Context: an optimization exercise on an open-source flow, tuned for small area. The choices shown serve that exercise and are no tape-out recipe.
The RTL was checked by simulation tests, not by an equivalence proof against the original design.
Power and IR drop assume default switching activity.

// spell
module spell (
    input wire reset,
    input wire clock,
    input wire i_la_write,
    input wire [6:0] i_la_addr,
    input wire [7:0] i_la_data,
    input wire i_la_wb_disable,
    output wire [31:0] la_data_out,
    input  wire        i_wb_cyc,    
    input  wire        i_wb_stb,    
    input  wire        i_wb_we,     
    input  wire [31:0] i_wb_addr,   
    input  wire [31:0] i_wb_data,   
    output wire        o_wb_ack,    
    output reg  [31:0] o_wb_data,   
    input  wire [7:0] io_in,
    output wire [7:0] io_out,
    output wire [7:0] io_oeb,   
    output wire        rambus_wb_rst_o,    
    output wire        rambus_wb_stb_o,    
    output wire        rambus_wb_cyc_o,    
    output wire        rambus_wb_we_o,     
    output wire [ 3:0] rambus_wb_sel_o,    
    output wire [31:0] rambus_wb_dat_o,    
    output wire [ 9:0] rambus_wb_addr_o,   
    input  wire        rambus_wb_ack_i,    
    input  wire [31:0] rambus_wb_dat_i,    
    output wire interrupt
);
export LEC_CHECK = 0
export CAP_MARGIN = 20
export CORE_MARGIN = 2
export CORE_UTILIZATION = 40
export SLEW_MARGIN = 20
create_clock -name core_clock -period 10.0 [get_ports {clock}]
run.sh (not shown) runs the stock make flow with config.mk's settings and CLKGATE_MAP_FILE= SYNTH_SCRIPT=/design/flow/synth_recipe.tcl, a recipe that flattens the netlist after the stock synthesis.
==> next run, changes <==
CTS_BUF_LIST = sky130_fd_sc_hd__clkbuf_4   (was not set)
Result:
- The changed run finished with timing, DRC and antenna clean
- clock power fell by 11%
- first-iteration DRC count barely changes
- fmax fell by 1.4%
- utilization fell by 0.19 points
==> next run, changes <==
CTS_BUF_LIST = sky130_fd_sc_hd__clkbuf_8   (was sky130_fd_sc_hd__clkbuf_4)
What happened: The new run finished clean. Die area is unchanged. Synthesized cell count stays the same. Non-clock buffer count does not change. Power rose by about 0.6%. Cell count decreases by 2.8%. Wire length fell by about 0.56%.


Another version of the RTL of spell (not shown whole).
Size: about 2300 cells after synthesis, roughly 720 flip-flops, roughly 30000 µm² of cells after synthesis.
==> flow/config.mk <==
export PLATFORM = sky130hd
export DESIGN_NAME = spell
export DESIGN_NICKNAME = spell
export VERILOG_FILES = /design/flow/design.v
export SDC_FILE = /design/flow/constraint.sdc
export NUM_CORES = 4
export LEC_CHECK = 0
export CAP_MARGIN = 20
export CORE_MARGIN = 2
export CORE_UTILIZATION = 40
export SLEW_MARGIN = 20
==> flow/constraint.sdc <==
create_clock -name core_clock -period 10.0 [get_ports {clock}]
set_input_delay 2.0000 -clock core_clock [delete_from_list [all_inputs] [get_ports {clock}]]
set_output_delay 2.0000 -clock core_clock [all_outputs]
set_load 0.01 [all_outputs]
standard.sh (not shown) runs the stock make flow with config.mk's settings and CLKGATE_MAP_FILE= SYNTH_SCRIPT=/design/flow/synth_recipe.tcl, a recipe that flattens the netlist after the stock synthesis.
==> flow/flow/run.sh <==
#!/bin/bash
# Own layout flow: the standard ORFS flow (standard.sh), with three changes to how cells
# are chosen; the floorplan, power grid, tap cells, placement and routing are the standard ones.
#  - synthesis: the same synthesis script, but ABC restructures the combinational logic for
#    area (&deepsyn, bounded by steps without improvement, so the result is deterministic)
#    and maps it for area (no delay-driven mapping, buffering or gate upsizing; timing has
#    ample slack at 10 ns),
#    and adders are left to ABC instead of being mapped to half/full-adder cells first.
#    Registers are mapped before ABC runs, so they are exactly the standard synthesis's.
#  - port buffers use the smallest buffer (buf_1) instead of ORFS's default choice;
#  - clock tree synthesis uses larger sink clusters and inserts no dummy loads.
# Each tool's full output goes to a log file here (synth.log, standard.log), and ORFS's
# per-step logs stay under orfs/logs/.
set -euo pipefail
rm -rf scripts_area
cp -r "$FLOW_HOME/scripts" scripts_area
printf '&get -n\n&st\n&deepsyn -J 50\n&dch\n&nf -R 1000 -p\n&put\n' > scripts_area/abc_speed.script
bash standard.sh SCRIPTS_DIR="$PWD/scripts_area" ADDER_MAP_FILE= synth > synth.log 2>&1
export BUFFER_PORTS_ARGS="-buffer_cell sky130_fd_sc_hd__buf_1"
export CTS_ARGS="-sink_clustering_enable -repair_clock_nets -dont_use_dummy_load -buf_list sky130_fd_sc_hd__clkbuf_8 -sink_clustering_size 18 -sink_clustering_max_diameter 60"
bash standard.sh > standard.log 2>&1
==> next run, changes <==
--- a/flow/flow/run.sh
+++ b/flow/flow/run.sh
@@ -18,4 +18,4 @@
 bash standard.sh SCRIPTS_DIR="$PWD/scripts_area" ADDER_MAP_FILE= synth > synth.log 2>&1
 export BUFFER_PORTS_ARGS="-buffer_cell sky130_fd_sc_hd__buf_1"
-export CTS_ARGS="-sink_clustering_enable -repair_clock_nets -dont_use_dummy_load -buf_list sky130_fd_sc_hd__clkbuf_8 -sink_clustering_size 18 -sink_clustering_max_diameter 60"
+export CTS_ARGS="-sink_clustering_enable -repair_clock_nets -dont_use_dummy_load -buf_list sky130_fd_sc_hd__clkbuf_8 -sink_clustering_size 16 -sink_clustering_max_diameter 60"
 bash standard.sh > standard.log 2>&1
Register-to-register slack is worse by 50 ps.
Die area does not change.
Count of clock-buffer cells in the layout went up by 3.
Wire length stays flat.
Setup slack degrades by 45 ps.
Clock power barely changes.
==> next run, changes <==
--- a/flow/flow/run.sh
+++ b/flow/flow/run.sh
@@ -2,8 +2,6 @@
 # Own layout flow: the standard ORFS flow (standard.sh), with three changes to how cells
 # are chosen; the floorplan, power grid, tap cells, placement and routing are the standard ones.
-#  - synthesis: the same synthesis script, but ABC restructures the combinational logic for
-#    area (&deepsyn, bounded by steps without improvement, so the result is deterministic)
-#    and maps it for area (no delay-driven mapping, buffering or gate upsizing; timing has
-#    ample slack at 10 ns),
+#  - synthesis: the same synthesis script, but ABC maps the combinational logic for area
+#    (no delay-driven mapping, buffering or gate upsizing; timing has ample slack at 10 ns),
 #    and adders are left to ABC instead of being mapped to half/full-adder cells first.
 #    Registers are mapped before ABC runs, so they are exactly the standard synthesis's.
@@ -15,5 +13,5 @@
 rm -rf scripts_area
 cp -r "$FLOW_HOME/scripts" scripts_area
-printf '&get -n\n&st\n&deepsyn -J 50\n&dch\n&nf -R 1000 -p\n&put\n' > scripts_area/abc_speed.script
+printf '&get -n\n&st\n&dc2\n&dch\n&nf -R 1000 -p\n&put\n' > scripts_area/abc_speed.script
 bash standard.sh SCRIPTS_DIR="$PWD/scripts_area" ADDER_MAP_FILE= synth > synth.log 2>&1
 export BUFFER_PORTS_ARGS="-buffer_cell sky130_fd_sc_hd__buf_1"
Result:
- sequential power drops by about 1%
- sequential share of layout area falls by 2.2 points
- worst setup slack is better by 740 ps
- synthesized cell count came out higher by 6.6%
- count of clock-buffer cells in the layout does not change
- global-route usage grows by 0.62 points
- power decreases by 2.9%


spell again, from the RTL that the note above started with.
clock: 10.0 ns
lec_check: 0
cap_margin: 20
core_margin: 2
core_utilization: 40
slew_margin: 20
==> flow/flow/run.sh <==
#!/bin/bash
# Own layout flow: the standard ORFS flow (standard.sh), with three changes to how cells
# are chosen; the floorplan, power grid, tap cells, placement and routing are the standard ones.
#  - synthesis: the same synthesis script, but ABC restructures the combinational logic for
#    area (&deepsyn, bounded by steps without improvement, so the result is deterministic)
#    and maps it for area (no delay-driven mapping, buffering or gate upsizing; timing has
#    ample slack at 10 ns),
#    and adders are left to ABC instead of being mapped to half/full-adder cells first.
#    Registers are mapped before ABC runs, so they are exactly the standard synthesis's.
#  - port buffers use the smallest buffer (buf_1) instead of ORFS's default choice;
#  - clock tree synthesis uses larger sink clusters and inserts no dummy loads.
# Each tool's full output goes to a log file here (synth.log, standard.log), and ORFS's
# per-step logs stay under orfs/logs/.
set -euo pipefail
rm -rf scripts_area
cp -r "$FLOW_HOME/scripts" scripts_area
printf '&get -n\n&st\n&deepsyn -J 50\n&dch\n&nf -R 1000 -p\n&put\n' > scripts_area/abc_speed.script
bash standard.sh SCRIPTS_DIR="$PWD/scripts_area" ADDER_MAP_FILE= synth > synth.log 2>&1
export BUFFER_PORTS_ARGS="-buffer_cell sky130_fd_sc_hd__buf_1"
export CTS_ARGS="-sink_clustering_enable -repair_clock_nets -dont_use_dummy_load -buf_list sky130_fd_sc_hd__clkbuf_4 -sink_clustering_size 8 -sink_clustering_max_diameter 50"
bash standard.sh > standard.log 2>&1
The baseline completed without violations.
Rerun with:
--- a/flow/flow/run.sh
+++ b/flow/flow/run.sh
@@ -18,4 +18,4 @@
 bash standard.sh SCRIPTS_DIR="$PWD/scripts_area" ADDER_MAP_FILE= synth > synth.log 2>&1
 export BUFFER_PORTS_ARGS="-buffer_cell sky130_fd_sc_hd__buf_1"
-export CTS_ARGS="-sink_clustering_enable -repair_clock_nets -dont_use_dummy_load -buf_list sky130_fd_sc_hd__clkbuf_4 -sink_clustering_size 8 -sink_clustering_max_diameter 50"
+export CTS_ARGS="-sink_clustering_enable -repair_clock_nets -dont_use_dummy_load -buf_list sky130_fd_sc_hd__clkbuf_4 -sink_clustering_size 10 -sink_clustering_max_diameter 50"
 bash standard.sh > standard.log 2>&1
=> The changed run went through all stages and came out clean; synthesized cell count is unchanged; clock power drops by about 6%; utilization drops by 0.14 points; first-iteration DRC count drops by 4.6%; die area is unchanged; via count hardly moves; critical path depth climbs by 2; final area drops by 0.32%; non-clock buffer count does not change; setup slack is worse by 80 ps; power drops by 1.4%.


Another version of the RTL of spell (not shown whole).
Size: about 2400 cells after synthesis, about 740 flip-flops, ~260 I/O pins, about 31000 µm² of cells after synthesis.
export LEC_CHECK = 0
export CAP_MARGIN = 20
export CORE_MARGIN = 2
export CORE_UTILIZATION = 40
export GPL_TIMING_DRIVEN = 0
export SLEW_MARGIN = 20
create_clock -name core_clock -period 10.0 [get_ports {clock}]
==> flow/flow/run.sh <==
#!/bin/bash
# Own layout flow: the standard ORFS flow (standard.sh), with three changes to how cells
# are chosen; the floorplan, power grid, tap cells, placement and routing are the standard ones.
#  - synthesis: the same synthesis script, but ABC maps the combinational logic for area
#    (no delay-driven mapping, buffering or gate upsizing; timing has ample slack at 10 ns),
#    adders are left to ABC instead of being mapped to half/full-adder cells first, and
#    no buffers are added for pass-through wires (every port gets its buffer later anyway).
#    Registers are mapped before ABC runs, so they are exactly the standard synthesis's.
#  - port buffers use the smallest buffer (buf_1) instead of ORFS's default choice;
#  - clock tree synthesis uses larger sink clusters and inserts no dummy loads.
# Each tool's full output goes to a log file here (synth.log, standard.log), and ORFS's
# per-step logs stay under orfs/logs/.
set -euo pipefail
rm -rf scripts_area
cp -r "$FLOW_HOME/scripts" scripts_area
printf '&get -n\n&st\n&dc2\n&dch\n&nf -R 1000 -p\n&put\n' > scripts_area/abc_speed.script
bash standard.sh SCRIPTS_DIR="$PWD/scripts_area" ADDER_MAP_FILE= SYNTH_INSBUF=0 synth > synth.log 2>&1
export BUFFER_PORTS_ARGS="-buffer_cell sky130_fd_sc_hd__buf_1"
export CTS_ARGS="-sink_clustering_enable -repair_clock_nets -dont_use_dummy_load -buf_list sky130_fd_sc_hd__clkbuf_8 -sink_clustering_size 16 -sink_clustering_max_diameter 60"
bash standard.sh > standard.log 2>&1
Edit:
==> flow/flow/run.sh (replaced) <==
#!/bin/bash
# Own layout flow: the standard ORFS flow (standard.sh), with three changes to how cells
# are chosen; the floorplan, power grid, tap cells, placement and routing are the standard ones.
#  - synthesis: the same synthesis script, but ABC maps the combinational logic for area
#    (no delay-driven mapping, buffering or gate upsizing; timing has ample slack at 10 ns),
#    and adders are left to ABC instead of being mapped to half/full-adder cells first.
#    Registers are mapped before ABC runs, so they are exactly the standard synthesis's.
#  - port buffers use the smallest buffer (buf_1) instead of ORFS's default choice;
#  - clock tree synthesis uses larger sink clusters and inserts no dummy loads.
# Each tool's full output goes to a log file here (synth.log, standard.log), and ORFS's
# per-step logs stay under orfs/logs/.
set -euo pipefail
rm -rf scripts_area
cp -r "$FLOW_HOME/scripts" scripts_area
printf '&get -n\n&st\n&dc2\n&dch\n&nf -R 1000 -p\n&put\n' > scripts_area/abc_speed.script
bash standard.sh SCRIPTS_DIR="$PWD/scripts_area" ADDER_MAP_FILE= synth > synth.log 2>&1
export BUFFER_PORTS_ARGS="-buffer_cell sky130_fd_sc_hd__buf_1"
export CTS_ARGS="-sink_clustering_enable -repair_clock_nets -dont_use_dummy_load -buf_list sky130_fd_sc_hd__clkbuf_16 -sink_clustering_size 30 -sink_clustering_max_diameter 100"
bash standard.sh > standard.log 2>&1
--- a/flow/config.mk
+++ b/flow/config.mk
@@ -9,4 +9,3 @@
 export CORE_MARGIN = 2
 export CORE_UTILIZATION = 40
-export GPL_TIMING_DRIVEN = 0
 export SLEW_MARGIN = 20
The new run finished with timing, DRC and antenna clean.
Final cell count is unchanged.
Worst hold slack gains 4.2 ps.
Setup slack gets better by 1000 ps.
Non-clock buffer count rises by 28.
Critical path depth stays the same.
Sequential share of layout area grows by 0.57 points.
Wire length fell by 0.42%.
Synthesized area climbs by 1.1%.


Setup of run a:
spell, a different RTL version from the one above (not shown whole).
Size: about 2,300 cells after synthesis, roughly 710 flip-flops, roughly 260 I/O pins, roughly 30,000 um2 of cells after synthesis.
==> flow/design.v (excerpt) <==
module spell (
    input wire reset,
    input wire clock,
    input wire i_la_write,
    input wire [6:0] i_la_addr,
    input wire [7:0] i_la_data,
    input wire i_la_wb_disable,
    output wire [31:0] la_data_out,
    input  wire        i_wb_cyc,    
    input  wire        i_wb_stb,    
    input  wire        i_wb_we,     
    input  wire [31:0] i_wb_addr,   
    input  wire [31:0] i_wb_data,   
    output wire        o_wb_ack,    
    output reg  [31:0] o_wb_data,   
    input  wire [7:0] io_in,
    output wire [7:0] io_out,
    output wire [7:0] io_oeb,   
    output wire        rambus_wb_rst_o,    
    output wire        rambus_wb_stb_o,    
    output wire        rambus_wb_cyc_o,    
    output wire        rambus_wb_we_o,     
    output wire [ 3:0] rambus_wb_sel_o,    
    output wire [31:0] rambus_wb_dat_o,    
    output wire [ 9:0] rambus_wb_addr_o,   
    input  wire        rambus_wb_ack_i,    
    input  wire [31:0] rambus_wb_dat_i,    
    output wire interrupt
);
Settings: LEC_CHECK=0, CAP_MARGIN=0, CORE_MARGIN=2, CORE_UTILIZATION=40, SLEW_MARGIN=0; clock period 10.0 ns.
==> flow/flow/run.sh <==
#!/bin/bash
# Own layout flow: the standard ORFS flow (standard.sh), with three changes to how cells
# are chosen; the floorplan, power grid, tap cells, placement and routing are the standard ones.
#  - synthesis: the same synthesis script, but ABC restructures the combinational logic for
#    area (&deepsyn, bounded by steps without improvement, so the result is deterministic)
#    and maps it for area (no delay-driven mapping, buffering or gate upsizing; timing has
#    ample slack at 10 ns),
#    and adders are left to ABC instead of being mapped to half/full-adder cells first.
#    Registers are mapped before ABC runs, so they are exactly the standard synthesis's.
#  - port buffers use the smallest buffer (buf_1) instead of ORFS's default choice;
#  - clock tree synthesis uses larger sink clusters and inserts no dummy loads.
# Each tool's full output goes to a log file here (synth.log, standard.log), and ORFS's
# per-step logs stay under orfs/logs/.
set -euo pipefail
rm -rf scripts_area
cp -r "$FLOW_HOME/scripts" scripts_area
printf '&get -n\n&st\n&deepsyn -J 50\n&dch\n&nf -R 1000 -p\n&put\n' > scripts_area/abc_speed.script
bash standard.sh SCRIPTS_DIR="$PWD/scripts_area" ADDER_MAP_FILE= synth > synth.log 2>&1
export BUFFER_PORTS_ARGS="-buffer_cell sky130_fd_sc_hd__buf_1"
export CTS_ARGS="-sink_clustering_enable -repair_clock_nets -dont_use_dummy_load -buf_list sky130_fd_sc_hd__clkbuf_8 -sink_clustering_size 16 -sink_clustering_max_diameter 60"
bash standard.sh > standard.log 2>&1
Input-level comparison between run b and run a:
# run a
export LEC_CHECK = 0
export CAP_MARGIN = 0
export CORE_MARGIN = 2
export CORE_UTILIZATION = 40
export SLEW_MARGIN = 0
create_clock -name core_clock -period 10.0 [get_ports {clock}]
# run b
export LEC_CHECK = 0
export CAP_MARGIN = 20
export CORE_MARGIN = 2
export CORE_UTILIZATION = 40
export SLEW_MARGIN = 20
create_clock -name core_clock -period 10.0 [get_ports {clock}]
Findings:
- For run a, the slowest stage cell on the critical path was sky130_fd_sc_hd__a21oi_1, unlike run b, where it was sky130_fd_sc_hd__dfxtp_1.
- Run b and run a ended up with nearly the same proportion of cell area occupied by registers.
- Arrival time of the worst setup path: run b lower than run a
- Diff run a..run b | power | negligible
- The via count of the first global-routing pass on run a is in line with that on run b.
- Across both runs, final critical-path setup slack was higher for run b than for run a.

-- afterwards: timing with drivers on the ports --
In the flow no input, the clock included, has a driving cell. The finished layouts below were timed again as built, in two steps. Step 1, drivers: a clkbuf_16 drives clock and a buf_2 each remaining input, both assumed. Step 2, shift: input delay + t, output delay - t, t = (earliest + latest rising clock arrival at the registers) / 2. This alone moves slack from input paths to output paths. Slacks: ideal / step 1 / step 2; pairs: ideal / step 1.
run | t, ns | setup slack, ns | worst setup path at the end | worst slew at a driven data input, ns
the first run of note 1 | 0.714 | 2.459 / 2.459 / 2.459 | register to register | 0.08
the second run of note 1 | 1.123 | 2.351 / 2.281 / 2.570 | register to register | 0.08
the third run of note 1 | 0.862 | 2.519 / 2.519 / 2.519 | register to register | 0.08
the first run of note 2 | 0.732 | 1.640 / 1.640 / 1.640 | register to register | 0.06
the second run of note 2 | 0.739 | 1.594 / 1.594 / 1.594 | register to register | 0.07
the third run of note 2 | 0.748 | 2.338 / 2.338 / 2.338 | register to register | 0.05
the first run of note 3 | 0.899 | 1.669 / 1.669 / 1.669 | register to register | 0.06
the second run of note 3 | 0.903 | 1.589 / 1.589 / 1.589 | register to register | 0.06
the first run of note 4 | 0.750 | 1.325 / 1.325 / 1.325 | register to register | 0.04
the second run of note 4 | 0.683 | 2.342 / 2.342 / 2.342 | register to register | 0.05
run a | 0.741 | 1.544 / 1.544 / 1.544 | register to register | 0.06
run b | 0.744 | 2.085 / 2.085 / 2.085 | register to register | 0.07
After both steps every run listed still meets setup and hold.
